From an optimization exercise on the open Yosys and OpenROAD flow, aimed at small area; shortcuts taken in it are not production practice.
The RTL was checked by simulation tests, not by an equivalence proof against the original design.
Power is estimated from default activity; no workload was simulated.

$ cat flow/design.v
module sdram_master(
input						clk,
input						waitrequest,
input						readdatavalid,
input 		[15:0]	readdata,
input						reset_n,
input 					ready,
output reg				chipselect,				 
output reg 	[1:0]		byteenable,				 
output reg 				done,						 
output reg 				read_n,					 
output reg				write_n,					 
output reg 	[31:0]	address,			 
output reg	[15:0]	writedata,				 
output 		[31:0]	toHexLed					 
);
localparam WAIT_ST = 0;	
localparam READY_ST = 1;	
localparam READ_ST = 2;
localparam MAX_ST = 3; 		
localparam MIN_ST = 4;		
localparam RESET_ST = 5;	
localparam IDLE_ST = 6;	
localparam BASE_ADDR 	 = 32'h0;		
localparam BASE_ADDR_MAX = 32'h14;		
localparam BASE_ADDR_MIN = 32'h16;
localparam MAX_READ_COUNT = 'h9;
localparam MAX_TIMER = 17'd100_000;
reg [2:0] 	State;
reg [2:0]	State_next;
reg [3:0] 	Read_count;
reg [16:0] 	Timer;
reg [15:0]	Maxnum; 
reg [15:0]	Minnum; 
reg [31:0]	address_next; 
assign toHexLed = {Maxnum,Minnum};
always @ (posedge clk) begin
		chipselect 	<= 1'b1;
		byteenable 	<= 2'b11;
end 
always @ (posedge clk) begin
		if (reset_n == 0 || State == RESET_ST) begin
			done 		<= 0;
			read_n	    <= 1'b1;
			write_n 	<= 1'b1;	
		end	
		else begin
			done 		<= (Read_count > MAX_READ_COUNT)	? 1 : 0;
			read_n 	    <= (State == READ_ST)	? 0 : 1'b1;
			write_n 	<= (State == MAX_ST || State == MIN_ST)	? 0 : 1'b1;
		end
end 
always @ (posedge clk) begin
		if (reset_n == 0 || State == RESET_ST) begin
			State 		<= READY_ST;
			Read_count	<= 0;
			Timer 		<= 0;
            Maxnum      <= 0;
            Minnum      <= 16'hFFFF;
			address		<= BASE_ADDR;
			writedata	<= 0;
		end	
		else begin
			State 		<= State_next;
            Timer 		<= (State == WAIT_ST) ? Timer + 17'h1 : 0;
			Read_count	<= (State == READ_ST && readdatavalid) ? Read_count + 4'h1 : Read_count;
            Maxnum      <= (State == READ_ST && readdatavalid && Read_count < 4'hA && readdata > Maxnum) ? readdata : Maxnum;
            Minnum      <= (State == READ_ST && readdatavalid && Read_count < 4'hA && readdata < Minnum) ? readdata : Minnum;
			writedata	<= (State == MAX_ST) ? Maxnum : Minnum;
            address		<= address_next;
		end
end 
always @ (*) begin
	case (State)
	WAIT_ST:	begin   State_next = (Timer > MAX_TIMER) ? READY_ST : WAIT_ST;	end 
    READY_ST: 	begin	State_next = (ready) ? READ_ST : WAIT_ST;	end
	READ_ST:	begin	State_next = (Read_count > MAX_READ_COUNT) ? MAX_ST : READ_ST; end 
	MAX_ST:		begin   State_next = (waitrequest == 0) ? MIN_ST : MAX_ST;		end
	MIN_ST:		begin   State_next = (waitrequest == 0) ? IDLE_ST : MIN_ST;	    end
	IDLE_ST: 	begin	State_next = IDLE_ST;	end
	RESET_ST: 	begin	State_next = WAIT_ST;	end
	default: 	begin	State_next = RESET_ST;	end
	endcase
end 
always @ (*) begin
	case (State)
	READ_ST: 	begin address_next = (waitrequest == 0) ? address + 32'h2 : address; end
	MAX_ST:		begin address_next = BASE_ADDR_MAX; end
	MIN_ST:		begin address_next = BASE_ADDR_MIN; end
	RESET_ST: 	begin address_next = BASE_ADDR; end
	default: 	begin address_next = address; end
	endcase
end 
endmodule
$ cat flow/run.sh
#!/bin/bash
# synth_recipe.tcl (not shown) runs the flow's synth.tcl, then flattens the netlist and writes it again
# the make line also repeats each setting of config.mk as NAME=value (left out here)
make -C /OpenROAD-flow-scripts/flow DESIGN_CONFIG=/design/flow/config.mk WORK_HOME=/design/flow/orfs CLKGATE_MAP_FILE= SYNTH_SCRIPT=/design/flow/synth_recipe.tcl finish
$ cat flow/config.mk
export PLATFORM = sky130hd
export DESIGN_NAME = sdram_master
export DESIGN_NICKNAME = sdram_master
export VERILOG_FILES = /design/flow/design.v
export SDC_FILE = /design/flow/constraint.sdc
export NUM_CORES = 4
export LEC_CHECK = 0
export CAP_MARGIN = 20
export CORE_MARGIN = 2
export CORE_UTILIZATION = 40
export SLEW_MARGIN = 20
$ cat flow/constraint.sdc
create_clock -name core_clock -period 10.0 [get_ports {clk}]
set_input_delay 2.0000 -clock core_clock [delete_from_list [all_inputs] [get_ports {clk}]]
set_output_delay 2.0000 -clock core_clock [all_outputs]
set_load 0.01 [all_outputs]
==> results.py <==
metrics = {
    "status": {
        "status": "finished clean",
    },
    "detailed_routing": {
        "initialDrtViolationCount": 303,
        "first_pass_iters": 5,
        "wl_per_cell_um": 15.9,
        "drt-vias-per-instance": 5.42,
        "num_vias": 5164,
        "ant_nets": 0,
        "totalWireLength_um": 15100,
        "drc": 0,
    },
    "critical_path": {
        "path_cells": "clkdlybuf4s50_1, ha_1, nand4_1, nor4_1, a21o_1, a311o_1, o211ai_1",
        "critPathLaunch": "readdata[14]",
        "cpPeakStageDelay_ps": 700,
        "slowest_stage": "a311o_1",
        "startpoint_type": "input port",
        "rrSetupSlack_ps": 6780,
        "crit_fanout": 17,
        "cp_top_family": "compound AO/OA/AOI/OAI gates",
        "crit_end": "Maxnum[9]$_SDFFE_PP0P_",
        "worstPathRequired_ps": 10210,
        "crit_type": "input port to flip-flop",
        "rr_worst_depth": 5,
        "cp.arrival_ps": 4800,
        "end_kind": "flip-flop",
        "rr_endpoint": "address[28]$_SDFFE_PP0P_",
        "timing.rr.start": "State[2]$_SDFF_PP0_",
        "worstSetupPathDepth": 7,
        "path_buf_inv": 1,
    },
    "sta": {
        "finalSetupTns_ps": 0,
        "maxSlewHeadroom_pct": 27.2,
        "rsz0062_at_grt": "false",
        "fin_crit_sh_pct": 45.9,
        "clock_skew_ps": 7.22,
        "timing.fmax_mhz": 218,
        "fin_crit_ps": 4590,
        "hold_violations": 0,
        "tightest_slew_ps": 1090,
        "maxSlewViolCount": 0,
        "setup_violations": 0,
    },
    "die": {
        "fp.coreArea_sq_mm": 0.0133,
        "rows": 42,
        "start_util_pct": 41.4,
        "die_w_um": 121,
        "dieHeight_um": 121,
        "io_pins": 107,
        "dieArea_sq_mm": 0.0148,
    },
    "global_routing": {
        "gr-total-overflow": 0,
        "grt_pass1_vias": 4795,
        "antenna_found_initial": 0,
        "grt_pass1_wl_um": 24100,
        "grt.total_usage_pct": 20.8,
        "grt_max_degree": 28,
    },
    "finish": {
        "area_growth_pct": 26.6,
        "drive_gt1_share_pct": 3.61,
        "postLayoutCoreUtil_pct": 52.4,
        "nFillCells": 1340,
        "nets": 829,
        "num_antenna_cells": 0,
    },
    "yosys": {
        "synthArstFlopShare_pct": 0,
        "synth_top_area_share_pct": 38.4,
        "ys_seq_area_share_pct": 38.4,
        "synth_top_flop_cell": "dfxtp_1",
        "synth_edf_count": 0,
        "avgSynthCellArea_sq_um": 8.04,
        "synthesis.area_sq_mm": 0.00552,
        "yosys_warnings": 1,
        "yosysMostFrequentCell": "dfxtp_1",
        "yosysUniqueCellTypes": 51,
        "netlist_instances": 687,
        "netlist_top_cells_area": "dfxtp_1 38%, ha_1 8.4%, a21oi_1 4.6%",
        "yosysTopAreaCell": "dfxtp_1",
        "ys_top_cells_by_count": "106 x dfxtp_1, 68 x nand2_1, 58 x inv_1",
        "ys_ff_latch": 106,
    },
    "place": {
        "hpwlAfterDp_um": 10500,
        "port_buffers": 102,
        "gp_congestion": 0.819,
    },
    "clock_tree": {
        "clk_pin_slew_ps": 60,
        "cts_resized": 0,
        "clock_latency_ps": 360,
        "cts-root-buf": "clkbuf_16",
        "numCtsBuffers": 9,
        "post-cts-setup-buffers": 0,
        "ctsHoldBuffers": 0,
        "cts_buffer_depth": 2,
        "h-tree-depth": 3,
        "cts.sinks": 106,
        "cts_tree": "done",
    },
    "power": {
        "power.leakage_nw": 2.71,
        "powerDensity_mw_per_mm2": 136,
        "vdd_drop_max_v": 0.0000756,
    },
    "hold_path": {
        "min_path_type": "flip-flop to flip-flop",
        "hp-start": "Minnum[8]$_SDFFE_PP1P_",
    },
    "job": {
        "max-cap-violations": 0,
    },
}
[final cells by class]
| cell class | count | area (sq um) | area share [%] |
|---|---|---|---|
| timing repair buffer | 109 | 1070 | 15.4 |
| clock inverter | 4 | 73.8 | 1.06 |
| inverter | 58 | 218 | 3.11 |
| sequential | 106 | 2120 | 30.4 |
| multi-input combinational | 487 | 3030 | 43.3 |
| clock buffer | 12 | 256 | 3.67 |
| tap | 176 | 220 | 3.15 |
[cells in the final DEF (no fill, tap or decap), types with 2 or more instances in the layout]
cell type        instances
o31ai_1                  6
xor2_1                  19
buf_4                    7
inv_1                   58
or3_1                   11
nor4b_1                  2
a21oi_1                 51
bufinv_16                2
nor2_1                  54
nand2b_1                 5
clkbuf_16                9
a211o_1                 11
and3_1                  16
nand4_1                 33
o21ai_1                  3
o21ai_0                 19
xnor2_1                 13
clkbuf_8                 2
nand2_1                 68
or4_1                    8
ha_1                    37
a211oi_1                 2
dfxtp_1                106
and2_1                   2
and4_1                   5
o21a_1                   3
nand3_1                 39
nand3b_1                 7
nor4_1                  10
a21o_1                   3
conb_1                   4
clkdlybuf4s50_1        102
o211ai_1                17
nor3_1                  22
[worst min-delay path by stage]
| stage | endpoint | cells past startpoint |
|---|---|---|
| after floorplan | Timer[0]$_SDFF_PP0_ | 1 |
| after global placement | writedata[8]$_SDFF_PP0_ | 2 |
| final | writedata[8]$_SDFF_PP0_ | 2 |
| after detailed placement | writedata[8]$_SDFF_PP0_ | 2 |
| after global routing | writedata[3]$_SDFF_PP0_ | 2 |
| after CTS | writedata[8]$_SDFF_PP0_ | 2 |
[state kept, by name, summed over array words and instances, names as in the netlist]
| signal | cells |
|---|---|
| done | 1 |
| write_n | 1 |
| address | 31 |
| State | 3 |
| Read_count | 4 |
| Minnum | 16 |
| Timer | 17 |
| Maxnum | 16 |
| writedata | 16 |
| read_n | 1 |
[routing by layer]
layer	track usage (%)	wire [um]	vias up
li1	-	-	2581
met1	29.5	7440	2451
met2	31.2	6740	117
met3	3.15	681	15
met4	8.84	247	0
met5	0	0	-
[where the power goes]
| part | switching (mW) | internal [mW] | total (mW) |
|---|---|---|---|
| Sequential | 0.0115 | 0.435 | 0.447 |
| Clock | 0.161 | 0.233 | 0.395 |
| Combinational | 0.0628 | 0.0497 | 0.113 |
| Total | 0.236 | 0.718 | 0.954 |
[kinds of logic (layout without fill, tap and decap cells)]
logic type	after synthesis	after routing	share of synthesized area (%)
AO/OA/AOI/OAI	122	122	13.7
XOR/XNOR	32	32	5.08
adder cells (fa/ha/maj)	37	37	8.38
buffers and inverters	96	183	7.00
flip-flops	106	106	38.4
multiplexers	1	1	0.181
other	2	4	0.136
AND/OR/NAND/NOR	291	291	27.1
[metrics by stage]
stage               hold slack, ps  power (mW)  cell area (sq um)  cells  setup WS [ps]
global placement               464       0.568               6660    936           5160
finish                         478       0.954               6990    952           5410
floorplan                      449       0.516               5530    689           6120
detailed placement             471       0.569               6660    936           5090
CTS                            480       0.963               6990    952           5440
global route                   504       0.991               6990    952           5210
[worst reg2reg max path: cells and delay by family (launching register included)]
family	cells	cell delay (ps)
AND/OR/NAND/NOR	5	2600
flip-flops	1	580

-- afterwards: timing with drivers on the ports --
In the flow no input, the clock included, has a driving cell. The finished layout below was timed again as built, in two steps.
Step 1: set_driving_cell puts a clkbuf_16 on clk and a buf_2 on each other input, an assumption about the parent block.
Step 2, shift: input delay + t, output delay - t, t = (earliest + latest rising clock arrival at the registers) / 2. This alone moves slack from input paths to output paths.
Slacks: ideal / step 1 / step 2; pairs: ideal / step 1.
t, ns: 0.396
slack for setup (ns): 5.406 / 5.418 / 5.022
clock arrival spread, ns: 0.008 / 0.008
worst slew at a driven data input, ns: 0.05
pins driven straight from the clock port: 1
After both steps setup and hold are still met in this run. For this run, drivers alone change the setup slack by +0.012 ns; drivers and shift together by -0.384 ns.
